Background: an optimization exercise with open tools, aiming at small area and a short achievable clock period. Do not read the settings as production practice. The RTL was checked by simulation tests, not by an equivalence proof against the original design. The clock input has no modelled driver; a real chip could not lean on it and would need a root buffer or a full tree. Power is estimated from default activity; no workload was simulated.

==> flow/design.v <==
module stopwatch_01(clk,rst,key_reset,key_start_pasue,key_display_stop,hex0,hex1,hex2,hex3,hex4,hex5,hex6,hex7,led0,led1,led2,led3);
	input		clk,rst,key_reset,key_start_pasue,key_display_stop;
	output [6:0]	hex0,hex1,hex2,hex3,hex4,hex5,hex6,hex7;
	output	led0,led1,led2,led3;
	assign	led3 = 1'b0;
	reg	[1:0]	pre;
	wire	tick = pre[1];
	reg	[5:0]	hold_s, hold_d, hold_r;
	reg	start, freeze, cleared;
	reg	[3:0]	t0, t1, t2, t4, t6, t7;
	reg	[2:0]	t3, t5;
	reg	[3:0]	s0, s1, s2, s4, s6, s7;
	reg	[2:0]	s3, s5;
	wire	at50_s = hold_s[5] & hold_s[2] & hold_s[1] & hold_s[0];
	wire	at50_d = hold_d[5] & hold_d[2] & hold_d[1] & hold_d[0];
	wire	at50_r = hold_r[5] & hold_r[2] & hold_r[1] & hold_r[0];
	wire	push_s = tick & ~key_start_pasue;
	wire	push_d = tick & ~key_display_stop;
	wire	push_r = tick & ~key_reset;
	wire	fire_s = push_s & at50_s;
	wire	fire_d = push_d & at50_d;
	wire	fire_r = push_r & at50_r;
	wire	start_n, freeze_n;
	key_mux	u_ks(key_start_pasue, start, start ^ (tick & at50_s), start_n);
	key_mux	u_kd(key_display_stop, freeze, freeze ^ (tick & at50_d), freeze_n);
	wire	clr = rst | fire_r;
	function [3:0] step10;
		input [3:0] d;
		step10 = {~((~d[3] & d[0]) | (d[1])), (~d[3] & d[2]) | (~d[0]), ~((d[2] & ~d[0]) | (d[1])), (d[3]) | (~d[1] & d[0])};
	endfunction
	function [2:0] step6;
		input [2:0] d;
		step6 = {(d[0]), (~d[2] & ~d[1]) | (d[2] & d[0]), (~d[1])};
	endfunction
	function [3:0] step16;
		input [3:0] d;
		step16 = {(d[3] & ~d[2] & ~d[0]) | (~d[3] & d[0]) | (~d[2] & d[1]), (~d[3] & d[2] & d[1]) | (d[3] & ~d[2]) | (d[3] & ~d[1]), (d[1] & d[0]) | (~d[3] & d[2] & d[1]) | (d[2] & d[0]) | (~d[3] & ~d[2] & ~d[1] & ~d[0]), (~d[3] & d[1]) | (d[2] & d[1] & d[0]) | (~d[3] & d[2] & ~d[0]) | (d[3] & ~d[2] & ~d[1])};
	endfunction
	wire	n0 = (~t0[3] & ~t0[2] & t0[1]);
	wire	n1 = (~t1[3] & ~t1[2] & t1[1]);
	wire	n2 = (~t2[3] & ~t2[2] & t2[1]);
	wire	n3 = (t3[1] & ~t3[0]);
	wire	n4 = (~t4[3] & ~t4[2] & t4[1]);
	wire	n5 = (t5[1] & ~t5[0]);
	wire	n6 = (~t6[3] & ~t6[2] & t6[1]);
	wire	p1 = n0;
	wire	p2 = p1 & n1;
	wire	p3 = p2 & n2;
	wire	p4 = p3 & n3;
	wire	p5 = p4 & n4;
	wire	p6 = p5 & n5;
	wire	p7 = p6 & n6;
	wire	run_released = tick & start;
	wire	run_pressed = tick & (start ^ at50_s);
	wire	p0 = 1'b1;
	wire	c0;
	key_mux	u_c0(key_start_pasue, run_released & p0, run_pressed & p0, c0);
	wire	c1;
	key_mux	u_c1(key_start_pasue, run_released & p1, run_pressed & p1, c1);
	wire	c2;
	key_mux	u_c2(key_start_pasue, run_released & p2, run_pressed & p2, c2);
	wire	c3;
	key_mux	u_c3(key_start_pasue, run_released & p3, run_pressed & p3, c3);
	wire	c4;
	key_mux	u_c4(key_start_pasue, run_released & p4, run_pressed & p4, c4);
	wire	c5;
	key_mux	u_c5(key_start_pasue, run_released & p5, run_pressed & p5, c5);
	wire	c6;
	key_mux	u_c6(key_start_pasue, run_released & p6, run_pressed & p6, c6);
	wire	c7;
	key_mux	u_c7(key_start_pasue, run_released & p7, run_pressed & p7, c7);
	wire	[3:0]	t0_r = c0 ? step10(t0) : t0;
	wire	[3:0]	t1_r = c1 ? step10(t1) : t1;
	wire	[3:0]	t2_r = c2 ? step10(t2) : t2;
	wire	[2:0]	t3_r = c3 ? step6(t3) : t3;
	wire	[3:0]	t4_r = c4 ? step10(t4) : t4;
	wire	[2:0]	t5_r = c5 ? step6(t5) : t5;
	wire	[3:0]	t6_r = c6 ? step10(t6) : t6;
	wire	[3:0]	t7_r = c7 ? step16(t7) : t7;
	wire	[29:0]	t_n = {t7_r, t6_r, t5_r, t4_r, t3_r, t2_r, t1_r, t0_r} & {30{~clr}};
	wire	load = clr | ~freeze_n;
	wire	[29:0]	s_n;
	hold_mux	#(30)	u_hold(t_n, {s7, s6, s5, s4, s3, s2, s1, s0}, load, s_n);
	always @(posedge clk) begin
		pre[0] <= ~rst & ~pre[0] & ~pre[1];
		pre[1] <= ~rst & pre[0];
		hold_s <= rst ? 6'd0 : push_s ? (at50_s ? 6'd0 : {hold_s[4:0], ~(hold_s[5] ^ hold_s[0])}) : hold_s;
		hold_d <= rst ? 6'd0 : push_d ? (at50_d ? 6'd0 : {hold_d[4:0], ~(hold_d[5] ^ hold_d[0])}) : hold_d;
		hold_r <= rst ? 6'd0 : push_r ? (at50_r ? 6'd0 : {hold_r[4:0], ~(hold_r[5] ^ hold_r[0])}) : hold_r;
		start   <= ~rst & start_n;
		freeze  <= ~rst & freeze_n;
		cleared <= ~rst & (cleared | fire_r);
		{t7, t6, t5, t4, t3, t2, t1, t0} <= t_n;
		{s7, s6, s5, s4, s3, s2, s1, s0} <= s_n;
	end
	assign	led0 = start;
	assign	led1 = cleared;
	assign	led2 = freeze;
	dec10	u0(s0, hex0);
	dec10	u1(s1, hex1);
	dec10	u2(s2, hex2);
	dec6	u3(s3, hex3);
	dec10	u4(s4, hex4);
	dec6	u5(s5, hex5);
	dec10	u6(s6, hex6);
	dec16	u7(s7, hex7);
endmodule
module key_mux(k, released, pressed, y);
	input	k, released, pressed;
	output	y;
	assign	y = k ? released : pressed;
endmodule
module hold_mux(a, b, sel, y);
	parameter	W = 1;
	input	[W-1:0]	a, b;
	input		sel;
	output	[W-1:0]	y;
	assign	y = sel ? a : b;
endmodule
module dec10(d, seg);
	input	[3:0]	d;
	output	[6:0]	seg;
	assign	seg[0] = (d[1] & ~d[0]) | (~d[3] & d[2] & ~d[0]);
	assign	seg[1] = (d[3] & ~d[1]);
	assign	seg[2] = (~d[3] & d[2] & ~d[1] & d[0]);
	assign	seg[3] = (~d[3] & d[2] & ~d[0]) | (d[3] & d[1]);
	assign	seg[4] = (d[2] & ~d[0]) | (d[1]);
	assign	seg[5] = (d[3] & d[1]) | (~d[3] & d[2] & d[0]);
	assign	seg[6] = (~d[2] & ~d[0]) | (d[3] & d[1]);
endmodule
module dec6(d, seg);
	input	[2:0]	d;
	output	[6:0]	seg;
	assign	seg[0] = (d[1] & d[0]);
	assign	seg[1] = (d[1] & ~d[0]);
	assign	seg[2] = (d[2] & ~d[1]);
	assign	seg[3] = (d[1] & d[0]);
	assign	seg[4] = ~((~d[1] & ~d[0]));
	assign	seg[5] = (~d[2] & d[0]) | (d[2] & ~d[1]);
	assign	seg[6] = ~((~d[1] & d[0]) | (d[2]));
endmodule
module dec16(d, seg);
	input	[3:0]	d;
	output	[6:0]	seg;
	assign	seg[0] = (d[1]);
	assign	seg[1] = (d[1] & d[0]) | (d[2] & ~d[0]);
	assign	seg[2] = ~((d[2] & ~d[1]) | (~d[2] & ~d[0]) | (~d[3] & ~d[1]));
	assign	seg[3] = (~d[3] & ~d[2] & d[0]) | (d[1]);
	assign	seg[4] = (~d[3] & d[0]) | (d[1]) | (d[3] & d[2]);
	assign	seg[5] = ~((~d[1] & ~d[0]) | (d[3] & ~d[2] & ~d[0]) | (d[3] & d[2] & ~d[1]));
	assign	seg[6] = (d[1] & d[0]) | (~d[3] & ~d[2]) | (d[2] & d[1]);
endmodule
export LEC_CHECK = 0
export ABC_AREA = 1
export CAP_MARGIN = 20
export CORE_MARGIN = 2
export CORE_UTILIZATION = 50
export SETUP_SLACK_MARGIN = 2.9
export SLEW_MARGIN = 20
export SYNTH_HIERARCHICAL = 1
export BUFFER_PORTS_ARGS = -buffer_cell sky130_fd_sc_hd__buf_1
export PRE_CTS_TCL = /design/flow/flow/cts_pre.tcl
create_clock -name core_clock -period 5.0 [get_ports {clk}]
standard.sh (not shown) runs the stock make flow with config.mk's settings and CLKGATE_MAP_FILE= SYNTH_SCRIPT=/design/flow/synth_recipe.tcl, a recipe that flattens the netlist after the stock synthesis.
==> flow/flow/run.sh <==
#!/bin/bash
# The standard ORFS layout with two changes:
#  - port buffers are buf_1 cells (BUFFER_PORTS_ARGS),
#  - the clock is buffered by flow/cts_pre.tcl (four clkbuf_16 from the clock
#    port) in place of TritonCTS.
# The make output of the whole flow goes to flow_make.log here; ORFS keeps each
# step's own log under orfs/logs.
set -euo pipefail
here=$(pwd)
cat >> config.mk <<MK
export BUFFER_PORTS_ARGS = -buffer_cell sky130_fd_sc_hd__buf_1
export PRE_CTS_TCL = $here/flow/cts_pre.tcl
MK
bash standard.sh > flow_make.log 2>&1
Other scripts of this flow, unchanged in this note and not shown: flow/flow/clkbuf.tcl, flow/flow/cts_pre.tcl
Change:
--- a/flow/design.v
+++ b/flow/design.v
@@ -31,13 +31,13 @@
 	function [2:0] step6;
 		input [2:0] d;
 		step6 = {(d[0]), (~d[2] & ~d[1]) | (d[2] & d[0]), (~d[1])};
 	endfunction
 	function [3:0] step16;
 		input [3:0] d;
-		step16 = {(d[3] & ~d[2] & ~d[0]) | (~d[3] & d[0]) | (~d[2] & d[1]), (~d[3] & d[2] & d[1]) | (d[3] & ~d[2]) | (d[3] & ~d[1]), (d[1] & d[0]) | (~d[3] & d[2] & d[1]) | (d[2] & d[0]) | (~d[3] & ~d[2] & ~d[1] & ~d[0]), (~d[3] & d[1]) | (d[2] & d[1] & d[0]) | (~d[3] & d[2] & ~d[0]) | (d[3] & ~d[2] & ~d[1])};
+		step16 = {(d[3] & ~d[2]) | (~d[3] & d[2] & d[1] & d[0]) | (d[3] & ~d[1]) | (d[3] & ~d[0]), (~d[3] & ~d[2] & ~d[1]) | (~d[2] & d[1] & d[0]) | (d[3] & d[2] & ~d[1]) | (d[2] & d[1] & ~d[0]), (~d[1] & d[0]) | (d[1] & ~d[0]), (~d[0])};
 	endfunction
 	wire	n0 = (~t0[3] & ~t0[2] & t0[1]);
 	wire	n1 = (~t1[3] & ~t1[2] & t1[1]);
 	wire	n2 = (~t2[3] & ~t2[2] & t2[1]);
 	wire	n3 = (t3[1] & ~t3[0]);
 	wire	n4 = (~t4[3] & ~t4[2] & t4[1]);
@@ -139,14 +139,14 @@
 	assign	seg[5] = (~d[2] & d[0]) | (d[2] & ~d[1]);
 	assign	seg[6] = ~((~d[1] & d[0]) | (d[2]));
 endmodule
 module dec16(d, seg);
 	input	[3:0]	d;
 	output	[6:0]	seg;
-	assign	seg[0] = (d[1]);
-	assign	seg[1] = (d[1] & d[0]) | (d[2] & ~d[0]);
-	assign	seg[2] = ~((d[2] & ~d[1]) | (~d[2] & ~d[0]) | (~d[3] & ~d[1]));
-	assign	seg[3] = (~d[3] & ~d[2] & d[0]) | (d[1]);
-	assign	seg[4] = (~d[3] & d[0]) | (d[1]) | (d[3] & d[2]);
-	assign	seg[5] = ~((~d[1] & ~d[0]) | (d[3] & ~d[2] & ~d[0]) | (d[3] & d[2] & ~d[1]));
-	assign	seg[6] = (d[1] & d[0]) | (~d[3] & ~d[2]) | (d[2] & d[1]);
+	assign	seg[0] = (d[2] & ~d[1]) | (d[3] & d[1]);
+	assign	seg[1] = (~d[3] & ~d[2] & ~d[1] & d[0]) | (d[2] & d[1] & ~d[0]) | (d[3] & d[1]) | (d[3] & d[2]);
+	assign	seg[2] = ~((~d[3] & d[0]) | (~d[2] & ~d[1]) | (~d[3] & d[2]));
+	assign	seg[3] = (d[2] & ~d[1]) | (d[2] & d[0]) | (d[3] & d[1]);
+	assign	seg[4] = (d[2] & ~d[1]) | (d[3] & d[1]) | (d[0]);
+	assign	seg[5] = ~((~d[2] & ~d[1]) | (~d[3] & d[2] & ~d[0]));
+	assign	seg[6] = (d[2] & d[0]) | (d[3] & d[1]) | (d[3] & d[2]) | (~d[3] & ~d[2] & ~d[1] & ~d[0]);
 endmodule
Clock power is about the same. Register-to-register slack degrades by 0.06 ns. Worst setup slack is worse by 0.023 ns. Global-route usage fell by 0.90 points. Power stays flat. Sequential power barely changes. Die area is about the same. Design area climbs by 0.99%. Critical path depth goes down by 4. Synthesized cell count barely changes. Area after synthesis barely changes. Maximum frequency went down by 1.2%.
No run of this note takes its clock network from TritonCTS; it comes from the design's own scripts or RTL.

-- what the ideal ports hide --
How much do the figures lean on ideal ports? The routed layouts below were timed once more, with nothing changed but the port constraints. Step 1: set_driving_cell puts a clkbuf_16 on clk and a buf_2 on each other input, an assumption about the parent block. Step 2, shift: input delay + t, output delay - t, t = (earliest + latest rising clock arrival at the registers) / 2. This alone moves slack from input paths to output paths. Slacks: no drivers / after step 1 / after step 2; pairs: no drivers / after step 1.
| run | t (ns) | setup WS [ns] | worst hold slack (ns) |
|---|---|---|---|
| the first run | 0.223 | 3.025 / 2.963 / 2.856 | 0.419 / 0.419 / 0.419 |
| the second run | 0.221 | 3.002 / 2.925 / 2.880 | 0.420 / 0.420 / 0.420 |
After both steps setup and hold are still met in every run listed. The setup slack of the first run, which loses most, moves by -0.062 ns with the drivers and by -0.169 ns with both steps.
